Background: an optimization exercise with open tools, aiming at small area and a short achievable clock period. Do not read the settings as production practice.
Where RTL was checked, it was by simulation tests only, not by an equivalence proof against the original.
The RTL of run 1 was laid out without a check of its function.
Power figures rest on the tool's default switching activity, not on a simulated workload.

### flow/constraint.sdc
create_clock -name core_clock -period 8.0 [get_ports {clk}]
set_input_delay 1.6000 -clock core_clock [delete_from_list [all_inputs] [get_ports {clk}]]
set_output_delay 1.6000 -clock core_clock [all_outputs]
set_load 0.01 [all_outputs]
### flow/config.mk
export PLATFORM = sky130hd
export DESIGN_NAME = PE
export DESIGN_NICKNAME = PE
export VERILOG_FILES = /design/flow/design.v
export SDC_FILE = /design/flow/constraint.sdc
export NUM_CORES = 4
export LEC_CHECK = 0
export CAP_MARGIN = 20
export CORE_MARGIN = 2
export CORE_UTILIZATION = 40
export PLACE_DENSITY = 0.6
export SETUP_SLACK_MARGIN = 3
export SLEW_MARGIN = 20
export SYNTH_HIERARCHICAL = 1
export SYNTH_MINIMUM_KEEP_SIZE = 0
### flow/standard.sh
#!/bin/bash
# synth_recipe.tcl (not shown) runs the flow's synth.tcl, then flattens the netlist and writes it again
# the make line also repeats each setting of config.mk as NAME=value (left out here)
make -C /OpenROAD-flow-scripts/flow DESIGN_CONFIG=/design/flow/config.mk WORK_HOME=/design/flow/orfs CLKGATE_MAP_FILE= SYNTH_SCRIPT=/design/flow/synth_recipe.tcl "${@:-finish}"
### flow/flow/run.sh
#!/bin/bash
# Standard ORFS layout, with port buffers of the smallest buffer cell
# (instead of buffer_ports' default pick, clkdlybuf4s50_1).
set -euo pipefail
export BUFFER_PORTS_ARGS="-buffer_cell sky130_fd_sc_hd__buf_1"
bash standard.sh finish > standard_flow.log 2>&1
### flow/design.v
module PE (
    input  wire               clk,
    input  wire               rst,
    input  wire               en,
    input  wire               mode_residual,
    input  wire signed [15:0] input_data,
    input  wire signed [15:0] weight_data,
    input  wire signed [15:0] residual_data,
    output reg  signed [15:0] output_data,
    output wire               input_sparse,
    output wire               weight_sparse,
    output wire               computation_skipped,
    output reg         [15:0] sparse_count,
    output reg         [15:0] total_count
);
    assign input_sparse  = (input_data[15:4] == 12'h000) |
                           ((input_data[15:4] == 12'hfff) & (input_data[3:0] != 4'h0));
    assign weight_sparse = (weight_data[15:4] == 12'h000) |
                           ((weight_data[15:4] == 12'hfff) & (weight_data[3:0] != 4'h0));
    assign computation_skipped = input_sparse | weight_sparse;
    wire mac = en & ~computation_skipped;
    reg  [15:0] acc_s;
    reg  [15:0] acc_c;    
    wire pp_0_0 = input_data[0] & weight_data[0];
    wire pp_0_1 = input_data[0] & weight_data[1];
    wire pp_0_2 = input_data[0] & weight_data[2];
    wire pp_0_3 = input_data[0] & weight_data[3];
    wire pp_0_4 = input_data[0] & weight_data[4];
    wire pp_0_5 = input_data[0] & weight_data[5];
    wire pp_0_6 = input_data[0] & weight_data[6];
    wire pp_0_7 = input_data[0] & weight_data[7];
    wire pp_0_8 = input_data[0] & weight_data[8];
    wire pp_0_9 = input_data[0] & weight_data[9];
    wire pp_0_10 = input_data[0] & weight_data[10];
    wire pp_0_11 = input_data[0] & weight_data[11];
    wire pp_0_12 = input_data[0] & weight_data[12];
    wire pp_0_13 = input_data[0] & weight_data[13];
    wire pp_0_14 = input_data[0] & weight_data[14];
    wire pp_0_15 = input_data[0] & weight_data[15];
    wire pp_1_0 = input_data[1] & weight_data[0];
    wire pp_1_1 = input_data[1] & weight_data[1];
    wire pp_1_2 = input_data[1] & weight_data[2];
    wire pp_1_3 = input_data[1] & weight_data[3];
    wire pp_1_4 = input_data[1] & weight_data[4];
    wire pp_1_5 = input_data[1] & weight_data[5];
    wire pp_1_6 = input_data[1] & weight_data[6];
    wire pp_1_7 = input_data[1] & weight_data[7];
    wire pp_1_8 = input_data[1] & weight_data[8];
    wire pp_1_9 = input_data[1] & weight_data[9];
    wire pp_1_10 = input_data[1] & weight_data[10];
    wire pp_1_11 = input_data[1] & weight_data[11];
    wire pp_1_12 = input_data[1] & weight_data[12];
    wire pp_1_13 = input_data[1] & weight_data[13];
    wire pp_1_14 = input_data[1] & weight_data[14];
    wire pp_2_0 = input_data[2] & weight_data[0];
    wire pp_2_1 = input_data[2] & weight_data[1];
    wire pp_2_2 = input_data[2] & weight_data[2];
    wire pp_2_3 = input_data[2] & weight_data[3];
    wire pp_2_4 = input_data[2] & weight_data[4];
    wire pp_2_5 = input_data[2] & weight_data[5];
    wire pp_2_6 = input_data[2] & weight_data[6];
    wire pp_2_7 = input_data[2] & weight_data[7];
    wire pp_2_8 = input_data[2] & weight_data[8];
    wire pp_2_9 = input_data[2] & weight_data[9];
    wire pp_2_10 = input_data[2] & weight_data[10];
    wire pp_2_11 = input_data[2] & weight_data[11];
    wire pp_2_12 = input_data[2] & weight_data[12];
    wire pp_2_13 = input_data[2] & weight_data[13];
    wire pp_3_0 = input_data[3] & weight_data[0];
    wire pp_3_1 = input_data[3] & weight_data[1];
    wire pp_3_2 = input_data[3] & weight_data[2];
    wire pp_3_3 = input_data[3] & weight_data[3];
    wire pp_3_4 = input_data[3] & weight_data[4];
    wire pp_3_5 = input_data[3] & weight_data[5];
    wire pp_3_6 = input_data[3] & weight_data[6];
    wire pp_3_7 = input_data[3] & weight_data[7];
    wire pp_3_8 = input_data[3] & weight_data[8];
    wire pp_3_9 = input_data[3] & weight_data[9];
    wire pp_3_10 = input_data[3] & weight_data[10];
    wire pp_3_11 = input_data[3] & weight_data[11];
    wire pp_3_12 = input_data[3] & weight_data[12];
    wire pp_4_0 = input_data[4] & weight_data[0];
    wire pp_4_1 = input_data[4] & weight_data[1];
    wire pp_4_2 = input_data[4] & weight_data[2];
    wire pp_4_3 = input_data[4] & weight_data[3];
    wire pp_4_4 = input_data[4] & weight_data[4];
    wire pp_4_5 = input_data[4] & weight_data[5];
    wire pp_4_6 = input_data[4] & weight_data[6];
    wire pp_4_7 = input_data[4] & weight_data[7];
    wire pp_4_8 = input_data[4] & weight_data[8];
    wire pp_4_9 = input_data[4] & weight_data[9];
    wire pp_4_10 = input_data[4] & weight_data[10];
    wire pp_4_11 = input_data[4] & weight_data[11];
    wire pp_5_0 = input_data[5] & weight_data[0];
    wire pp_5_1 = input_data[5] & weight_data[1];
    wire pp_5_2 = input_data[5] & weight_data[2];
    wire pp_5_3 = input_data[5] & weight_data[3];
    wire pp_5_4 = input_data[5] & weight_data[4];
    wire pp_5_5 = input_data[5] & weight_data[5];
    wire pp_5_6 = input_data[5] & weight_data[6];
    wire pp_5_7 = input_data[5] & weight_data[7];
    wire pp_5_8 = input_data[5] & weight_data[8];
    wire pp_5_9 = input_data[5] & weight_data[9];
    wire pp_5_10 = input_data[5] & weight_data[10];
    wire pp_6_0 = input_data[6] & weight_data[0];
    wire pp_6_1 = input_data[6] & weight_data[1];
    wire pp_6_2 = input_data[6] & weight_data[2];
    wire pp_6_3 = input_data[6] & weight_data[3];
    wire pp_6_4 = input_data[6] & weight_data[4];
    wire pp_6_5 = input_data[6] & weight_data[5];
    wire pp_6_6 = input_data[6] & weight_data[6];
    wire pp_6_7 = input_data[6] & weight_data[7];
    wire pp_6_8 = input_data[6] & weight_data[8];
    wire pp_6_9 = input_data[6] & weight_data[9];
    wire pp_7_0 = input_data[7] & weight_data[0];
    wire pp_7_1 = input_data[7] & weight_data[1];
    wire pp_7_2 = input_data[7] & weight_data[2];
    wire pp_7_3 = input_data[7] & weight_data[3];
    wire pp_7_4 = input_data[7] & weight_data[4];
    wire pp_7_5 = input_data[7] & weight_data[5];
    wire pp_7_6 = input_data[7] & weight_data[6];
    wire pp_7_7 = input_data[7] & weight_data[7];
    wire pp_7_8 = input_data[7] & weight_data[8];
    wire pp_8_0 = input_data[8] & weight_data[0];
    wire pp_8_1 = input_data[8] & weight_data[1];
    wire pp_8_2 = input_data[8] & weight_data[2];
    wire pp_8_3 = input_data[8] & weight_data[3];
    wire pp_8_4 = input_data[8] & weight_data[4];
    wire pp_8_5 = input_data[8] & weight_data[5];
    wire pp_8_6 = input_data[8] & weight_data[6];
    wire pp_8_7 = input_data[8] & weight_data[7];
    wire pp_9_0 = input_data[9] & weight_data[0];
    wire pp_9_1 = input_data[9] & weight_data[1];
    wire pp_9_2 = input_data[9] & weight_data[2];
    wire pp_9_3 = input_data[9] & weight_data[3];
    wire pp_9_4 = input_data[9] & weight_data[4];
    wire pp_9_5 = input_data[9] & weight_data[5];
    wire pp_9_6 = input_data[9] & weight_data[6];
    wire pp_10_0 = input_data[10] & weight_data[0];
    wire pp_10_1 = input_data[10] & weight_data[1];
    wire pp_10_2 = input_data[10] & weight_data[2];
    wire pp_10_3 = input_data[10] & weight_data[3];
    wire pp_10_4 = input_data[10] & weight_data[4];
    wire pp_10_5 = input_data[10] & weight_data[5];
    wire pp_11_0 = input_data[11] & weight_data[0];
    wire pp_11_1 = input_data[11] & weight_data[1];
    wire pp_11_2 = input_data[11] & weight_data[2];
    wire pp_11_3 = input_data[11] & weight_data[3];
    wire pp_11_4 = input_data[11] & weight_data[4];
    wire pp_12_0 = input_data[12] & weight_data[0];
    wire pp_12_1 = input_data[12] & weight_data[1];
    wire pp_12_2 = input_data[12] & weight_data[2];
    wire pp_12_3 = input_data[12] & weight_data[3];
    wire pp_13_0 = input_data[13] & weight_data[0];
    wire pp_13_1 = input_data[13] & weight_data[1];
    wire pp_13_2 = input_data[13] & weight_data[2];
    wire pp_14_0 = input_data[14] & weight_data[0];
    wire pp_14_1 = input_data[14] & weight_data[1];
    wire pp_15_0 = input_data[15] & weight_data[0];
    wire hs0, hc0;
    ha u_ha0 (.a(acc_c[11]), .b(acc_s[11]), .s(hs0), .co(hc0));
    wire fs0, fc0;
    fa u_fa0 (.a(acc_c[12]), .b(acc_s[12]), .c(pp_0_12), .s(fs0), .co(fc0));
    wire hs1, hc1;
    ha u_ha1 (.a(pp_10_2), .b(pp_11_1), .s(hs1), .co(hc1));
    wire fs1, fc1;
    fa u_fa1 (.a(acc_c[13]), .b(acc_s[13]), .c(pp_0_13), .s(fs1), .co(fc1));
    wire fs2, fc2;
    fa u_fa2 (.a(pp_10_3), .b(pp_11_2), .c(pp_12_1), .s(fs2), .co(fc2));
    wire hs2, hc2;
    ha u_ha2 (.a(pp_13_0), .b(pp_1_12), .s(hs2), .co(hc2));
    wire fs3, fc3;
    fa u_fa3 (.a(acc_c[14]), .b(acc_s[14]), .c(pp_0_14), .s(fs3), .co(fc3));
    wire fs4, fc4;
    fa u_fa4 (.a(pp_10_4), .b(pp_11_3), .c(pp_12_2), .s(fs4), .co(fc4));
    wire fs5, fc5;
    fa u_fa5 (.a(pp_13_1), .b(pp_14_0), .c(pp_1_13), .s(fs5), .co(fc5));
    wire hs3, hc3;
    ha u_ha3 (.a(pp_2_12), .b(pp_3_11), .s(hs3), .co(hc3));
    wire hs4, hc4;
    ha u_ha4 (.a(acc_c[7]), .b(acc_s[7]), .s(hs4), .co(hc4));
    wire fs6, fc6;
    fa u_fa6 (.a(acc_c[8]), .b(acc_s[8]), .c(pp_0_8), .s(fs6), .co(fc6));
    wire hs5, hc5;
    ha u_ha5 (.a(pp_1_7), .b(pp_2_6), .s(hs5), .co(hc5));
    wire fs7, fc7;
    fa u_fa7 (.a(acc_c[9]), .b(acc_s[9]), .c(pp_0_9), .s(fs7), .co(fc7));
    wire fs8, fc8;
    fa u_fa8 (.a(pp_1_8), .b(pp_2_7), .c(pp_3_6), .s(fs8), .co(fc8));
    wire hs6, hc6;
    ha u_ha6 (.a(pp_4_5), .b(pp_5_4), .s(hs6), .co(hc6));
    wire fs9, fc9;
    fa u_fa9 (.a(acc_c[10]), .b(acc_s[10]), .c(pp_0_10), .s(fs9), .co(fc9));
    wire fs10, fc10;
    fa u_fa10 (.a(pp_10_0), .b(pp_1_9), .c(pp_2_8), .s(fs10), .co(fc10));
    wire fs11, fc11;
    fa u_fa11 (.a(pp_3_7), .b(pp_4_6), .c(pp_5_5), .s(fs11), .co(fc11));
    wire hs7, hc7;
    ha u_ha7 (.a(pp_6_4), .b(pp_7_3), .s(hs7), .co(hc7));
    wire fs12, fc12;
    fa u_fa12 (.a(hs0), .b(pp_0_11), .c(pp_10_1), .s(fs12), .co(fc12));
    wire fs13, fc13;
    fa u_fa13 (.a(pp_11_0), .b(pp_1_10), .c(pp_2_9), .s(fs13), .co(fc13));
    wire fs14, fc14;
    fa u_fa14 (.a(pp_3_8), .b(pp_4_7), .c(pp_5_6), .s(fs14), .co(fc14));
    wire fs15, fc15;
    fa u_fa15 (.a(pp_6_5), .b(pp_7_4), .c(pp_8_3), .s(fs15), .co(fc15));
    wire fs16, fc16;
    fa u_fa16 (.a(hc0), .b(pp_12_0), .c(pp_1_11), .s(fs16), .co(fc16));
    wire fs17, fc17;
    fa u_fa17 (.a(pp_2_10), .b(pp_3_9), .c(pp_4_8), .s(fs17), .co(fc17));
    wire fs18, fc18;
    fa u_fa18 (.a(pp_5_7), .b(pp_6_6), .c(pp_7_5), .s(fs18), .co(fc18));
    wire fs19, fc19;
    fa u_fa19 (.a(pp_8_4), .b(pp_9_3), .c(hs1), .s(fs19), .co(fc19));
    wire fs20, fc20;
    fa u_fa20 (.a(pp_2_11), .b(pp_3_10), .c(pp_4_9), .s(fs20), .co(fc20));
    wire fs21, fc21;
    fa u_fa21 (.a(pp_5_8), .b(pp_6_7), .c(pp_7_6), .s(fs21), .co(fc21));
    wire fs22, fc22;
    fa u_fa22 (.a(pp_8_5), .b(pp_9_4), .c(hc1), .s(fs22), .co(fc22));
    wire fs23, fc23;
    fa u_fa23 (.a(hs2), .b(fc0), .c(fs1), .s(fs23), .co(fc23));
    wire fs24, fc24;
    fa u_fa24 (.a(pp_4_10), .b(pp_5_9), .c(pp_6_8), .s(fs24), .co(fc24));
    wire fs25, fc25;
    fa u_fa25 (.a(pp_7_7), .b(pp_8_6), .c(pp_9_5), .s(fs25), .co(fc25));
    wire fs26, fc26;
    fa u_fa26 (.a(hc2), .b(hs3), .c(fc1), .s(fs26), .co(fc26));
    wire fs27, fc27;
    fa u_fa27 (.a(fc2), .b(fs3), .c(fs4), .s(fs27), .co(fc27));
    wire hs8, hc8;
    ha u_ha8 (.a(acc_c[4]), .b(acc_s[4]), .s(hs8), .co(hc8));
    wire fs28, fc28;
    fa u_fa28 (.a(acc_c[5]), .b(acc_s[5]), .c(pp_0_5), .s(fs28), .co(fc28));
    wire hs9, hc9;
    ha u_ha9 (.a(pp_1_4), .b(pp_2_3), .s(hs9), .co(hc9));
    wire fs29, fc29;
    fa u_fa29 (.a(acc_c[6]), .b(acc_s[6]), .c(pp_0_6), .s(fs29), .co(fc29));
    wire fs30, fc30;
    fa u_fa30 (.a(pp_1_5), .b(pp_2_4), .c(pp_3_3), .s(fs30), .co(fc30));
    wire hs10, hc10;
    ha u_ha10 (.a(pp_4_2), .b(pp_5_1), .s(hs10), .co(hc10));
    wire fs31, fc31;
    fa u_fa31 (.a(hs4), .b(pp_0_7), .c(pp_1_6), .s(fs31), .co(fc31));
    wire fs32, fc32;
    fa u_fa32 (.a(pp_2_5), .b(pp_3_4), .c(pp_4_3), .s(fs32), .co(fc32));
    wire fs33, fc33;
    fa u_fa33 (.a(pp_5_2), .b(pp_6_1), .c(pp_7_0), .s(fs33), .co(fc33));
    wire fs34, fc34;
    fa u_fa34 (.a(hc4), .b(pp_3_5), .c(pp_4_4), .s(fs34), .co(fc34));
    wire fs35, fc35;
    fa u_fa35 (.a(pp_5_3), .b(pp_6_2), .c(pp_7_1), .s(fs35), .co(fc35));
    wire fs36, fc36;
    fa u_fa36 (.a(pp_8_0), .b(hs5), .c(fs6), .s(fs36), .co(fc36));
    wire fs37, fc37;
    fa u_fa37 (.a(pp_6_3), .b(pp_7_2), .c(pp_8_1), .s(fs37), .co(fc37));
    wire fs38, fc38;
    fa u_fa38 (.a(pp_9_0), .b(hc5), .c(hs6), .s(fs38), .co(fc38));
    wire fs39, fc39;
    fa u_fa39 (.a(fc6), .b(fs7), .c(fs8), .s(fs39), .co(fc39));
    wire fs40, fc40;
    fa u_fa40 (.a(pp_8_2), .b(pp_9_1), .c(hc6), .s(fs40), .co(fc40));
    wire fs41, fc41;
    fa u_fa41 (.a(hs7), .b(fc7), .c(fc8), .s(fs41), .co(fc41));
    wire fs42, fc42;
    fa u_fa42 (.a(fs10), .b(fs11), .c(fs9), .s(fs42), .co(fc42));
    wire fs43, fc43;
    fa u_fa43 (.a(pp_9_2), .b(hc7), .c(fc10), .s(fs43), .co(fc43));
    wire fs44, fc44;
    fa u_fa44 (.a(fc11), .b(fc9), .c(fs12), .s(fs44), .co(fc44));
    wire fs45, fc45;
    fa u_fa45 (.a(fs13), .b(fs14), .c(fs15), .s(fs45), .co(fc45));
    wire fs46, fc46;
    fa u_fa46 (.a(fc12), .b(fc13), .c(fc14), .s(fs46), .co(fc46));
    wire fs47, fc47;
    fa u_fa47 (.a(fc15), .b(fs0), .c(fs16), .s(fs47), .co(fc47));
    wire fs48, fc48;
    fa u_fa48 (.a(fs17), .b(fs18), .c(fs19), .s(fs48), .co(fc48));
    wire fs49, fc49;
    fa u_fa49 (.a(fc16), .b(fc17), .c(fc18), .s(fs49), .co(fc49));
    wire fs50, fc50;
    fa u_fa50 (.a(fs2), .b(fs20), .c(fs21), .s(fs50), .co(fc50));
    wire fs51, fc51;
    fa u_fa51 (.a(fc19), .b(fs22), .c(fs23), .s(fs51), .co(fc51));
    wire fs52, fc52;
    fa u_fa52 (.a(fc20), .b(fc21), .c(fs24), .s(fs52), .co(fc52));
    wire fs53, fc53;
    fa u_fa53 (.a(fs25), .b(fs5), .c(fc22), .s(fs53), .co(fc53));
    wire fs54, fc54;
    fa u_fa54 (.a(fc23), .b(fs26), .c(fs27), .s(fs54), .co(fc54));
    wire hs11, hc11;
    ha u_ha11 (.a(acc_c[2]), .b(acc_s[2]), .s(hs11), .co(hc11));
    wire fs55, fc55;
    fa u_fa55 (.a(acc_c[3]), .b(acc_s[3]), .c(pp_0_3), .s(fs55), .co(fc55));
    wire hs12, hc12;
    ha u_ha12 (.a(pp_1_2), .b(pp_2_1), .s(hs12), .co(hc12));
    wire fs56, fc56;
    fa u_fa56 (.a(hs8), .b(pp_0_4), .c(pp_1_3), .s(fs56), .co(fc56));
    wire fs57, fc57;
    fa u_fa57 (.a(pp_2_2), .b(pp_3_1), .c(pp_4_0), .s(fs57), .co(fc57));
    wire fs58, fc58;
    fa u_fa58 (.a(hc8), .b(pp_3_2), .c(pp_4_1), .s(fs58), .co(fc58));
    wire fs59, fc59;
    fa u_fa59 (.a(pp_5_0), .b(hs9), .c(fs28), .s(fs59), .co(fc59));
    wire fs60, fc60;
    fa u_fa60 (.a(pp_6_0), .b(hc9), .c(hs10), .s(fs60), .co(fc60));
    wire fs61, fc61;
    fa u_fa61 (.a(fc28), .b(fs29), .c(fs30), .s(fs61), .co(fc61));
    wire fs62, fc62;
    fa u_fa62 (.a(hc10), .b(fc29), .c(fc30), .s(fs62), .co(fc62));
    wire fs63, fc63;
    fa u_fa63 (.a(fs31), .b(fs32), .c(fs33), .s(fs63), .co(fc63));
    wire fs64, fc64;
    fa u_fa64 (.a(fc31), .b(fc32), .c(fc33), .s(fs64), .co(fc64));
    wire fs65, fc65;
    fa u_fa65 (.a(fs34), .b(fs35), .c(fs36), .s(fs65), .co(fc65));
    wire fs66, fc66;
    fa u_fa66 (.a(fc34), .b(fc35), .c(fs37), .s(fs66), .co(fc66));
    wire fs67, fc67;
    fa u_fa67 (.a(fs38), .b(fc36), .c(fs39), .s(fs67), .co(fc67));
    wire fs68, fc68;
    fa u_fa68 (.a(fc37), .b(fc38), .c(fs40), .s(fs68), .co(fc68));
    wire fs69, fc69;
    fa u_fa69 (.a(fc39), .b(fs41), .c(fs42), .s(fs69), .co(fc69));
    wire fs70, fc70;
    fa u_fa70 (.a(fc40), .b(fc41), .c(fc42), .s(fs70), .co(fc70));
    wire fs71, fc71;
    fa u_fa71 (.a(fs43), .b(fs44), .c(fs45), .s(fs71), .co(fc71));
    wire fs72, fc72;
    fa u_fa72 (.a(fc43), .b(fc44), .c(fc45), .s(fs72), .co(fc72));
    wire fs73, fc73;
    fa u_fa73 (.a(fs46), .b(fs47), .c(fs48), .s(fs73), .co(fc73));
    wire fs74, fc74;
    fa u_fa74 (.a(fc46), .b(fc47), .c(fs49), .s(fs74), .co(fc74));
    wire fs75, fc75;
    fa u_fa75 (.a(fs50), .b(fc48), .c(fs51), .s(fs75), .co(fc75));
    wire fs76, fc76;
    fa u_fa76 (.a(fc49), .b(fc50), .c(fs52), .s(fs76), .co(fc76));
    wire fs77, fc77;
    fa u_fa77 (.a(fs53), .b(fc51), .c(fs54), .s(fs77), .co(fc77));
    wire hs13, hc13;
    ha u_ha13 (.a(acc_c[1]), .b(acc_s[1]), .s(hs13), .co(hc13));
    wire fs78, fc78;
    fa u_fa78 (.a(hs11), .b(pp_0_2), .c(pp_1_1), .s(fs78), .co(fc78));
    wire fs79, fc79;
    fa u_fa79 (.a(hc11), .b(pp_3_0), .c(hs12), .s(fs79), .co(fc79));
    wire fs80, fc80;
    fa u_fa80 (.a(hc12), .b(fc55), .c(fs56), .s(fs80), .co(fc80));
    wire fs81, fc81;
    fa u_fa81 (.a(fc56), .b(fc57), .c(fs58), .s(fs81), .co(fc81));
    wire fs82, fc82;
    fa u_fa82 (.a(fc58), .b(fs60), .c(fc59), .s(fs82), .co(fc82));
    wire fs83, fc83;
    fa u_fa83 (.a(fc60), .b(fc61), .c(fs62), .s(fs83), .co(fc83));
    wire fs84, fc84;
    fa u_fa84 (.a(fc62), .b(fc63), .c(fs64), .s(fs84), .co(fc84));
    wire fs85, fc85;
    fa u_fa85 (.a(fc64), .b(fs66), .c(fc65), .s(fs85), .co(fc85));
    wire fs86, fc86;
    fa u_fa86 (.a(fc66), .b(fs68), .c(fc67), .s(fs86), .co(fc86));
    wire fs87, fc87;
    fa u_fa87 (.a(fc68), .b(fc69), .c(fs70), .s(fs87), .co(fc87));
    wire fs88, fc88;
    fa u_fa88 (.a(fc70), .b(fc71), .c(fs72), .s(fs88), .co(fc88));
    wire fs89, fc89;
    fa u_fa89 (.a(fc72), .b(fs74), .c(fc73), .s(fs89), .co(fc89));
    wire fs90, fc90;
    fa u_fa90 (.a(fc74), .b(fs76), .c(fc75), .s(fs90), .co(fc90));
    wire hs14, hc14;
    ha u_ha14 (.a(acc_c[0]), .b(acc_s[0]), .s(hs14), .co(hc14));
    wire fs91, fc91;
    fa u_fa91 (.a(hs13), .b(pp_0_1), .c(pp_1_0), .s(fs91), .co(fc91));
    wire fs92, fc92;
    fa u_fa92 (.a(hc13), .b(pp_2_0), .c(fs78), .s(fs92), .co(fc92));
    wire fs93, fc93;
    fa u_fa93 (.a(fc78), .b(fs55), .c(fs79), .s(fs93), .co(fc93));
    wire fs94, fc94;
    fa u_fa94 (.a(fs57), .b(fc79), .c(fs80), .s(fs94), .co(fc94));
    wire fs95, fc95;
    fa u_fa95 (.a(fc80), .b(fs59), .c(fs81), .s(fs95), .co(fc95));
    wire fs96, fc96;
    fa u_fa96 (.a(fc81), .b(fs61), .c(fs82), .s(fs96), .co(fc96));
    wire fs97, fc97;
    fa u_fa97 (.a(fs63), .b(fc82), .c(fs83), .s(fs97), .co(fc97));
    wire fs98, fc98;
    fa u_fa98 (.a(fc83), .b(fs84), .c(fs65), .s(fs98), .co(fc98));
    wire fs99, fc99;
    fa u_fa99 (.a(fc84), .b(fs67), .c(fs85), .s(fs99), .co(fc99));
    wire fs100, fc100;
    fa u_fa100 (.a(fs69), .b(fc85), .c(fs86), .s(fs100), .co(fc100));
    wire fs101, fc101;
    fa u_fa101 (.a(fs71), .b(fc86), .c(fs87), .s(fs101), .co(fc101));
    wire fs102, fc102;
    fa u_fa102 (.a(fs73), .b(fc87), .c(fs88), .s(fs102), .co(fc102));
    wire fs103, fc103;
    fa u_fa103 (.a(fc88), .b(fs75), .c(fs89), .s(fs103), .co(fc103));
    wire fs104, fc104;
    fa u_fa104 (.a(fs77), .b(fc89), .c(fs90), .s(fs104), .co(fc104));
    wire x15_0 = acc_s[15] ^ pp_0_15;
    wire x15_1 = pp_10_5 ^ pp_11_4;
    wire x15_2 = pp_12_3 ^ pp_13_2;
    wire x15_3 = pp_14_1 ^ pp_15_0;
    wire x15_4 = pp_1_14 ^ pp_2_13;
    wire x15_5 = pp_3_12 ^ pp_4_11;
    wire x15_6 = pp_5_10 ^ pp_6_9;
    wire x15_7 = pp_7_8 ^ pp_8_7;
    wire x15_8 = pp_9_6 ^ x15_0;
    wire x15_9 = x15_1 ^ x15_2;
    wire x15_10 = x15_3 ^ x15_4;
    wire x15_11 = x15_5 ^ x15_6;
    wire x15_12 = x15_7 ^ hc3;
    wire x15_13 = fc24 ^ fc25;
    wire x15_14 = fc3 ^ fc4;
    wire x15_15 = fc5 ^ x15_10;
    wire x15_16 = x15_11 ^ x15_8;
    wire x15_17 = x15_9 ^ x15_12;
    wire x15_18 = x15_13 ^ x15_14;
    wire x15_19 = x15_15 ^ x15_16;
    wire x15_20 = x15_17 ^ fc26;
    wire x15_21 = x15_18 ^ x15_19;
    wire x15_22 = fc27 ^ fc52;
    wire x15_23 = x15_20 ^ x15_21;
    wire x15_24 = x15_22 ^ fc53;
    wire x15_25 = x15_23 ^ x15_24;
    wire x15_26 = fc54 ^ fc76;
    wire x15_27 = x15_25 ^ x15_26;
    wire x15_28 = x15_27 ^ fc77;
    wire x15_29 = x15_28 ^ fc90;
    wire x15_30 = x15_29 ^ fc104;
    wire [15:0] row0 = {x15_30, fc103, fc102, fc101, fc100, fc99, fc98, fc97, fc96, fc95, fc94, fc93, fc92, fc91, hc14, hs14};
    wire [15:0] row1 = {1'b0, fs104, fs103, fs102, fs101, fs100, fs99, fs98, fs97, fs96, fs95, fs94, fs93, fs92, fs91, pp_0_0};
    wire [15:0] res_g = residual_data & {16{mode_residual}};
    wire [15:0] out_s, out_c;
    assign out_c[0] = 1'b0;
    fa u_ofa0 (.a(acc_s[0]), .b(acc_c[0]), .c(res_g[0]), .s(out_s[0]), .co(out_c[1]));
    fa u_ofa1 (.a(acc_s[1]), .b(acc_c[1]), .c(res_g[1]), .s(out_s[1]), .co(out_c[2]));
    fa u_ofa2 (.a(acc_s[2]), .b(acc_c[2]), .c(res_g[2]), .s(out_s[2]), .co(out_c[3]));
    fa u_ofa3 (.a(acc_s[3]), .b(acc_c[3]), .c(res_g[3]), .s(out_s[3]), .co(out_c[4]));
    fa u_ofa4 (.a(acc_s[4]), .b(acc_c[4]), .c(res_g[4]), .s(out_s[4]), .co(out_c[5]));
    fa u_ofa5 (.a(acc_s[5]), .b(acc_c[5]), .c(res_g[5]), .s(out_s[5]), .co(out_c[6]));
    fa u_ofa6 (.a(acc_s[6]), .b(acc_c[6]), .c(res_g[6]), .s(out_s[6]), .co(out_c[7]));
    fa u_ofa7 (.a(acc_s[7]), .b(acc_c[7]), .c(res_g[7]), .s(out_s[7]), .co(out_c[8]));
    fa u_ofa8 (.a(acc_s[8]), .b(acc_c[8]), .c(res_g[8]), .s(out_s[8]), .co(out_c[9]));
    fa u_ofa9 (.a(acc_s[9]), .b(acc_c[9]), .c(res_g[9]), .s(out_s[9]), .co(out_c[10]));
    fa u_ofa10 (.a(acc_s[10]), .b(acc_c[10]), .c(res_g[10]), .s(out_s[10]), .co(out_c[11]));
    fa u_ofa11 (.a(acc_s[11]), .b(acc_c[11]), .c(res_g[11]), .s(out_s[11]), .co(out_c[12]));
    fa u_ofa12 (.a(acc_s[12]), .b(acc_c[12]), .c(res_g[12]), .s(out_s[12]), .co(out_c[13]));
    fa u_ofa13 (.a(acc_s[13]), .b(acc_c[13]), .c(res_g[13]), .s(out_s[13]), .co(out_c[14]));
    fa u_ofa14 (.a(acc_s[14]), .b(acc_c[14]), .c(res_g[14]), .s(out_s[14]), .co(out_c[15]));
    assign out_s[15] = acc_s[15] ^ res_g[15];
    wire [15:0] out_nx = out_s + out_c;
    always @(posedge clk or posedge rst) begin
        if (rst) begin
            acc_s <= 16'd0;
            acc_c <= 16'd0;
            output_data <= 16'd0;
            sparse_count <= 16'd0;
            total_count <= 16'd0;
        end else begin
            total_count  <= total_count + {15'd0, en};
            sparse_count <= sparse_count + {15'd0, en & computation_skipped};
            if (mac) begin
                acc_s <= row0;
                acc_c[0] <= row1[0];
                acc_c[1] <= row1[1];
                acc_c[2] <= row1[2];
                acc_c[3] <= row1[3];
                acc_c[4] <= row1[4];
                acc_c[5] <= row1[5];
                acc_c[6] <= row1[6];
                acc_c[7] <= row1[7];
                acc_c[8] <= row1[8];
                acc_c[9] <= row1[9];
                acc_c[10] <= row1[10];
                acc_c[11] <= row1[11];
                acc_c[12] <= row1[12];
                acc_c[13] <= row1[13];
                acc_c[14] <= row1[14];
            end
            if (en) output_data <= out_nx;
        end
    end
endmodule
module fa (input wire a, input wire b, input wire c, output wire s, output wire co);
    assign s = a ^ b ^ c;
    assign co = (a & b) | (a & c) | (b & c);
endmodule
module ha (input wire a, input wire b, output wire s, output wire co);
    assign s = a ^ b;
    assign co = a & b;
endmodule
==> results.yml, run 1 <==
logic_synthesis:
  synth_top_area_cell: "fa_1"
  synth_nets: 883
  yosys_most_used_dff: "dfrtp_1"
  synth_area_um2: 7860
  syn_inst: 677
  ys_async_sr_fraction_pct: 100
  ys_seq_elements: 79
  netlist.area_leader.share_pct: 30.8
  synthTopCellsByArea: "fa_1 (31%), dfrtp_1 (25%), and2_1 (11%)"
  yosysUniqueCellTypes: 44
  ys_warn_count: 7
  syn_area_per_cell_um2: 11.6
  synth-seq-area-share_pct: 25.2
  synth_edf_count: 0
setup_path:
  cp_data_required_time_ns: 8.26
  critical_path_class: "in -> reg"
  cp_slowest_cell: "fa_1"
  path_cells: "buf_2 > and2_1 > fa_1 > fa_1 > fa_1 > fa_2 > fa_1 > fa_2 > xor2_1 > xnor2_1 > xnor2_1 > xnor2_1 > xnor3_1 > o21ai_1"
  max_stage_delay_ns: 0.51
  critPathLaunchType: "input port"
  arrival_ns: 5.40
  r2r_slack_ns: 3.88
  cp-end-kind: "flop"
  path_common_cell: "fa_1"
  critPathMaxFanout: 5
final_layout:
  multiInputGateArea_um2: 5730
  layout.nets: 972
  n_fill_cell: 1849
  final_cell_mix: "and2_1 (136), fa_1 (118), buf_1 (81)"
  final_common_cell: "and2_1"
  regArea_um2: 1980
  area_delta_synth_final_pct: 12.2
  num_antenna_cells: 0
  drive_gt1_share_pct: 9.47
timing:
  fmax_ghz: 0.194
  finalSetupViolCount: 0
  clock_skew_ns: 0.00725
  period_minus_slack_ns: 5.15
  finalSetupTns_ns: 0
  grt_setup_unrepaired: "yes"
  timing.slew.headroom_pct: 52.1
  hold_viol: 0
  worstMarginPinSlew_ns: 0.719
  setup_slack_ns: 2.85
  period_share_pct: 64.4
  report.final.slew_viol_count: 0
die:
  dieArea_um2: 20800
  core_um2: 19400
  dieWidth_um: 144
  pin_count: 103
  fp.dieH_um: 144
  rows: 51
  start_util_pct: 40.5
grt:
  grt_overflow_total: 0
  grt_max_degree: 80
  met2_usage_pct: 30.3
  grt_usage_pct: 19.1
  top_usage_layer: "met2"
  grt_use_met1_pct: 28.2
  grt_pass1_wl_um: 30300
  grt_antenna_before_repair: 0
  grt_pass1_vias: 5595
  grt_use_met3_pct: 1.92
placement:
  pre_cts_ws_ns: 2.05
  gp_congestion: 0.867
  port_buffers: 102
  hpwlAfterDp_um: 14200
drt:
  num_vias: 5222
  ant_nets: 0
  drt_iter0_drc: 200
  dr.pass1.iters: 4
  wl_per_cell_um: 17.7
  post-route-drc-count: 0
  vias_per_cell: 5.04
  wl_um: 18300
clock_network:
  post_cts_buffers: 0
  numClockSinks: 79
  clock-root-buffer: "clkbuf_16"
  path_clk_slew_ns: 0.06
  numCtsBuffers: 9
  cts_tree: "built"
  h-tree-depth: 3
  cts_hold_buffers: 0
  clock_path_buffers: 2
  clock_latency_ns: 0.34
run:
  drv_cap: 0
power:
  power_density_nw_per_um2: 411
  leakagePower_nw: 3.86
  peakVddDrop_mv: 0.169
outcome:
  outcome: "finished clean"
hold_path:
  hold_path_class: "reg -> reg"
-- area by class of cell --
type / count / share of cell area, %
Clock inverter: 6 / 0.780
Sequential cell: 79 / 22.4
Multi-Input combinational cell: 562 / 64.9
Tap cell: 265 / 3.76
Clock buffer: 10 / 2.71
Inverter: 10 / 0.440
Timing Repair Buffer: 104 / 4.95
-- metrics by stage --
step / total power [mW] / instance area (µm²) / hold WS [ns] / utilization [%] / instances
global route: 4.07 / 8820 / 0.505 / 45.5 / 1036
finish: 3.62 / 8820 / 0.478 / 45.5 / 1036
detailed placement: 3.23 / 8470 / 0.476 / 43.7 / 1020
CTS: 3.67 / 8800 / 0.484 / 45.4 / 1036
floorplan: 2.69 / 7860 / 0.508 / - / 677
global placement: 3.17 / 8470 / 0.460 / 43.7 / 1020
-- Yosys stat by module, one instance, submodules excluded --
| module | area, µm² | flops+latches | times used | cells |
|---|---|---|---|---|
| PE | 5270 | 79 | 1 | 542 |
| fa | 20.0 | 0 | 120 | 1 |
| ha | 12.5 | 0 | 15 | 1 |
-- sequential cells by signal, summed over array words and instances (netlist names) --
signal	flops
sparse_count	16
total_count	16
acc_s	16
output_data	16
acc_c	15
-- path summary, 6_finish.rpt --
check	from	endpoint	cells past startpoint
max	weight_data[13]	acc_s[15]	14
min	total_count[15]	total_count[15]	1
max reg2reg	acc_c[13]	acc_s[15]	12
min reg2reg	total_count[15]	total_count[15]	1
max in group asynchronous	rst	acc_s[7]	3
min in group asynchronous	rst	total_count[11]	3
-- Yosys cell counts, drive strengths merged (4+ instances only) --
cell type  instances
xor2              14
mux2              36
ha                33
o2111ai            4
a31oi              4
a21oi             11
and3               7
xnor2             50
nand3             13
dfrtp             79
and2             136
o21a               8
fa               121
nor4              10
nor3               5
nand4             11
o21ai             14
clkbuf            20
buf                6
nor2              12
inv               10
nand3b             4
nand2             40
-- report_power, final --
group | total, mW | internal, mW | switching (mW)
Sequential | 0.719 | 0.556 | 0.163
Combinational | 2.49 | 1.30 | 1.19
Clock | 0.416 | 0.251 | 0.165
-- kinds of logic (layout without fill, tap and decap cells) --
kind of cell | count (synthesis) | after routing | synth area share [%]
AOI/OAI and AO/OA | 56 | 56 | 4.81
DFF | 79 | 79 | 25.2
xor gates and xnor gates | 65 | 65 | 7.42
buffers and inverters | 36 | 130 | 2.05
muxes | 36 | 36 | 6.11
adders and majority gates | 154 | 154 | 36.1
and+or+nand+nor | 251 | 251 | 18.4
-- routing by layer --
metal | share of wire [%] | vias to the layer above | wire [µm]
met5 | 0 | - | 0
li1 | - | 2433 | -
met1 | 49 | 2630 | 8980
met4 | 1.8 | 0 | 331
met3 | 3.8 | 19 | 697
met2 | 45 | 140 | 8320
-- worst max-delay path: cells and delay by family --
kind            cells  cell delay, ns
fa+ha+maj           6            2.54
xor+xnor            5            0.86
simple gates        1            0.17
buf+inv             1            0.14
compound gates      1            0.12
-- repair_timing --
action                                 in CTS  in global routing
gates resized for setup                    19                  7
pin swaps                                   0                  1
endpoints found under the hold margin       0                  0
setup endpoints to repair                   2                  1
==> inputs of run 2 (changes only) <==
--- a/flow/design.v
+++ b/flow/design.v
@@ -399,33 +399,64 @@
     fa u_fa104 (.a(fs77), .b(fc89), .c(fs90), .s(fs104), .co(fc104));
-    wire x15_0 = acc_s[15] ^ pp_0_15;
-    wire x15_1 = pp_10_5 ^ pp_11_4;
-    wire x15_2 = pp_12_3 ^ pp_13_2;
-    wire x15_3 = pp_14_1 ^ pp_15_0;
-    wire x15_4 = pp_1_14 ^ pp_2_13;
-    wire x15_5 = pp_3_12 ^ pp_4_11;
-    wire x15_6 = pp_5_10 ^ pp_6_9;
-    wire x15_7 = pp_7_8 ^ pp_8_7;
-    wire x15_8 = pp_9_6 ^ x15_0;
-    wire x15_9 = x15_1 ^ x15_2;
-    wire x15_10 = x15_3 ^ x15_4;
-    wire x15_11 = x15_5 ^ x15_6;
-    wire x15_12 = x15_7 ^ hc3;
-    wire x15_13 = fc24 ^ fc25;
-    wire x15_14 = fc3 ^ fc4;
-    wire x15_15 = fc5 ^ x15_10;
-    wire x15_16 = x15_11 ^ x15_8;
-    wire x15_17 = x15_9 ^ x15_12;
-    wire x15_18 = x15_13 ^ x15_14;
-    wire x15_19 = x15_15 ^ x15_16;
-    wire x15_20 = x15_17 ^ fc26;
-    wire x15_21 = x15_18 ^ x15_19;
-    wire x15_22 = fc27 ^ fc52;
-    wire x15_23 = x15_20 ^ x15_21;
-    wire x15_24 = x15_22 ^ fc53;
-    wire x15_25 = x15_23 ^ x15_24;
-    wire x15_26 = fc54 ^ fc76;
-    wire x15_27 = x15_25 ^ x15_26;
-    wire x15_28 = x15_27 ^ fc77;
-    wire x15_29 = x15_28 ^ fc90;
-    wire x15_30 = x15_29 ^ fc104;
+    wire x15_0;
+    xo2 u_x0 (.a(acc_s[15]), .b(pp_0_15), .y(x15_0));
+    wire x15_1;
+    xo2 u_x1 (.a(pp_10_5), .b(pp_11_4), .y(x15_1));
+    wire x15_2;
+    xo2 u_x2 (.a(pp_12_3), .b(pp_13_2), .y(x15_2));
+    wire x15_3;
+    xo2 u_x3 (.a(pp_14_1), .b(pp_15_0), .y(x15_3));
+    wire x15_4;
+    xo2 u_x4 (.a(pp_1_14), .b(pp_2_13), .y(x15_4));
+    wire x15_5;
+    xo2 u_x5 (.a(pp_3_12), .b(pp_4_11), .y(x15_5));
+    wire x15_6;
+    xo2 u_x6 (.a(pp_5_10), .b(pp_6_9), .y(x15_6));
+    wire x15_7;
+    xo2 u_x7 (.a(pp_7_8), .b(pp_8_7), .y(x15_7));
+    wire x15_8;
+    xo2 u_x8 (.a(pp_9_6), .b(x15_0), .y(x15_8));
+    wire x15_9;
+    xo2 u_x9 (.a(x15_1), .b(x15_2), .y(x15_9));
+    wire x15_10;
+    xo2 u_x10 (.a(x15_3), .b(x15_4), .y(x15_10));
+    wire x15_11;
+    xo2 u_x11 (.a(x15_5), .b(x15_6), .y(x15_11));
+    wire x15_12;
+    xo2 u_x12 (.a(x15_7), .b(hc3), .y(x15_12));
+    wire x15_13;
+    xo2 u_x13 (.a(fc24), .b(fc25), .y(x15_13));
+    wire x15_14;
+    xo2 u_x14 (.a(fc3), .b(fc4), .y(x15_14));
+    wire x15_15;
+    xo2 u_x15 (.a(fc5), .b(x15_10), .y(x15_15));
+    wire x15_16;
+    xo2 u_x16 (.a(x15_11), .b(x15_8), .y(x15_16));
+    wire x15_17;
+    xo2 u_x17 (.a(x15_9), .b(x15_12), .y(x15_17));
+    wire x15_18;
+    xo2 u_x18 (.a(x15_13), .b(x15_14), .y(x15_18));
+    wire x15_19;
+    xo2 u_x19 (.a(x15_15), .b(x15_16), .y(x15_19));
+    wire x15_20;
+    xo2 u_x20 (.a(x15_17), .b(fc26), .y(x15_20));
+    wire x15_21;
+    xo2 u_x21 (.a(x15_18), .b(x15_19), .y(x15_21));
+    wire x15_22;
+    xo2 u_x22 (.a(fc27), .b(fc52), .y(x15_22));
+    wire x15_23;
+    xo2 u_x23 (.a(x15_20), .b(x15_21), .y(x15_23));
+    wire x15_24;
+    xo2 u_x24 (.a(x15_22), .b(fc53), .y(x15_24));
+    wire x15_25;
+    xo2 u_x25 (.a(x15_23), .b(x15_24), .y(x15_25));
+    wire x15_26;
+    xo2 u_x26 (.a(fc54), .b(fc76), .y(x15_26));
+    wire x15_27;
+    xo2 u_x27 (.a(x15_25), .b(x15_26), .y(x15_27));
+    wire x15_28;
+    xo2 u_x28 (.a(x15_27), .b(fc77), .y(x15_28));
+    wire x15_29;
+    xo2 u_x29 (.a(x15_28), .b(fc90), .y(x15_29));
+    wire x15_30;
+    xo2 u_x30 (.a(x15_29), .b(fc104), .y(x15_30));
     wire [15:0] row0 = {x15_30, fc103, fc102, fc101, fc100, fc99, fc98, fc97, fc96, fc95, fc94, fc93, fc92, fc91, hc14, hs14};
@@ -488,2 +519,5 @@
 endmodule
+module xo2 (input wire a, input wire b, output wire y);
+    assign y = a ^ b;
+endmodule
 module ha (input wire a, input wire b, output wire s, output wire co);
==> run 2 against run 1 <==
  * Setup slack better by 0.25 ns
  * Register-to-register slack better by 0.40 ns
  * Sequential share of layout area is 0.14 points higher
  * Clock power hardly changed
  * Critical endpoint unchanged
==> results.yml, run 2 <==
setup_path:
  critPathTopFamily: "adder cells"
  max_stage_delay_ns: 0.54
  cp_slowest_cell: "buf_1"
  critPathLaunchType: "input port"
  critPathMaxFanout: 13
  cp_data_required_time_ns: 8.21
  path_cells: "buf_1 > and2_1 > fa_1 > fa_1 > fa_1 > fa_1 > fa_1 > xor2_1 > mux2_1"
  crit_cells: 9
  r2r_cells: 8
  r2r_slack_ns: 4.28
  critical_path_class: "in -> reg"
  path_common_cell: "fa_1"
  crit_buf_inv: 1
  cp-end-kind: "flop"
  arrival_ns: 5.11
timing:
  clock_skew_ns: 0.00860
  period_minus_slack_ns: 4.89
  hold_viol: 0
  timing.slew.headroom_pct: 35.8
  period_share_pct: 61.2
  worstMarginPinSlew_ns: 0.962
  finalSetupTns_ns: 0
  fmax_ghz: 0.204
  grt_setup_unrepaired: "no"
  report.final.slew_viol_count: 0
  finalSetupViolCount: 0
logic_synthesis:
  yosys_most_used_dff: "dfrtp_1"
  yosysUniqueCellTypes: 39
  ys_warn_count: 7
  synth_top_area_cell: "fa_1"
  ys_seq_elements: 79
  synth_area_um2: 7810
  syn_inst: 662
  synthTopCellsByArea: "fa_1 (31%), dfrtp_1 (25%), and2_1 (12%)"
  synth_nets: 868
  synth_common_cells: "and2_1 (151), fa_1 (121), dfrtp_1 (79)"
  synth.most_common_cell: "and2_1"
  syn_area_per_cell_um2: 11.8
  ys_async_sr_fraction_pct: 100
  synth_edf_count: 0
  synth-seq-area-share_pct: 25.3
  netlist.area_leader.share_pct: 31.0
placement:
  hpwlAfterDp_um: 13800
  gp_congestion: 0.851
  port_buffers: 102
  dp_cells: 1010
drt:
  post-route-drc-count: 0
  drt_iter0_drc: 331
  vias_per_cell: 4.92
  wl_per_cell_um: 17.2
  ant_nets: 0
  num_vias: 5051
  wl_um: 17700
  dr.pass1.iters: 4
hold_path:
  hold_path_class: "reg -> reg"
  hold_depth: 1
die:
  pin_count: 103
  fp.dieH_um: 144
  start_util_pct: 40.4
  core_um2: 19300
  dieWidth_um: 144
  rows: 51
  dieArea_um2: 20600
final_layout:
  area_delta_synth_final_pct: 12.2
  final_cell_mix: "and2_1 (151), fa_1 (121), buf_1 (96)"
  num_antenna_cells: 0
  layout.nets: 962
  final_common_cell: "and2_1"
  drive_gt1_share_pct: 7.49
  layout.cells.non_filler: 1026
clock_network:
  h-tree-depth: 3
  cts_tree: "built"
  clock-root-buffer: "clkbuf_16"
  numClockSinks: 79
  path_clk_slew_ns: 0.06
  clock_path_buffers: 2
  clock_latency_ns: 0.33
  numCtsBuffers: 9
power:
  power_density_nw_per_um2: 393
  peakVddDrop_mv: 0.188
  leakagePower_nw: 3.92
run:
  drv_cap: 0
grt:
  grt_antenna_before_repair: 1
  grt_pass1_wl_um: 29000
  grt_max_degree: 80
  grt_usage_pct: 18.3
  grt_overflow_total: 0
  grt_pass1_vias: 5339
outcome:
  outcome: "finished clean"
run 2: Yosys stat by module, one instance, submodules excluded:
module,flops+latches,cells,copies in the design
xo2,0,1,31
ha,0,1,15
PE,79,496,1
fa,0,1,120
run 2: metrics by stage:
stage	power, mW	hold slack [ns]	area, µm²	worst slack [ns]	utilization [%]
after global routing	3.87	0.511	8760	3.00	45.3
after floorplan	2.55	0.507	7810	3.07	-
after CTS	3.51	0.472	8750	3.05	45.3
after global placement	3.04	0.459	8440	2.51	43.6
after detailed placement	3.08	0.464	8440	2.49	43.6
final	3.44	0.467	8760	3.11	45.3
run 2: what timing repair did:
action	CTS	global route
pin swaps	0	0
resized for setup	2	6
hold buffers	0	0
endpoints found under the setup margin	2	3
hold endpoints to repair	0	0
setup buffers	0	0
run 2: cell type report:
class                      instances  area [µm²]
fill                            1822       10600
multi-input combinational        550        5680
sequential                        79        1980
timing repair buffer             105         419
tap                              265         332
clock buffer                      11         253
clock inverter                     5        56.3
inverter                          11        42.5
run 2: worst paths after layout:
path | start | endpoint
max in group asynchronous | rst | acc_c[4]
hold reg to reg | total_count[15] | total_count[15]
hold / removal | total_count[15] | total_count[15]
setup reg to reg | acc_c[13] | acc_s[15]
min in group asynchronous | rst | sparse_count[15]
setup / recovery | input_data[5] | acc_s[15]
run 2: cells by family after synthesis:
kind of cell    count (synthesis)  share of synthesized area, %
fa+ha+maj                     154                          36.3
xor+xnor                       70                          7.85
flops                          79                          25.3
buf+inv                        33                          1.88
simple gates                  240                          17.8
compound gates                 45                          3.86
mux                            41                          6.92
run 2: routing by layer:
metal	global-route usage [%]	vias to the layer above	routed length (µm)	part of all wire (%)
li1	-	2376	-	-
met1	27.1	2510	8510	48
met2	28.2	144	7950	45
met3	2.70	19	1000	5.7
met4	5.01	2	199	1.1
met5	0	-	8	0.045
run 2: power breakdown:
part / internal [mW] / switching (mW)
clock network: 0.258 / 0.158
logic: 1.20 / 1.12
registers: 0.558 / 0.154

what the ideal ports hide:
How much do the figures lean on ideal ports? The routed layouts below were timed once more, with nothing changed but the port constraints.
Step 1 (the two cells are an assumption about what drives the block):
set clk [get_ports {clk}]
set_driving_cell -lib_cell sky130_fd_sc_hd__clkbuf_16 $clk
set_driving_cell -lib_cell sky130_fd_sc_hd__buf_2 [delete_from_list [all_inputs] $clk]
Step 2, shift: input delay + t, output delay - t, t = (earliest + latest rising clock arrival at the registers) / 2. This alone moves slack from input paths to output paths.
a / b / c = no drivers / after step 1 / after step 2; a / b = the first two.
run	shift t [ns]	slack for setup (ns)	worst hold slack (ns)	worst setup path after step 2	slew at the worst register clock pin (ns)
run 1	0.372	2.851 / 2.866 / 2.493	0.478 / 0.478 / 0.478	input to register	0.06 / 0.06
run 2	0.363	3.106 / 3.116 / 2.752	0.467 / 0.467 / 0.467	input to register	0.06 / 0.06
After both steps every run listed still meets setup and hold. For run 1, which loses most, drivers alone change the setup slack by +0.015 ns; drivers and shift together by -0.358 ns.
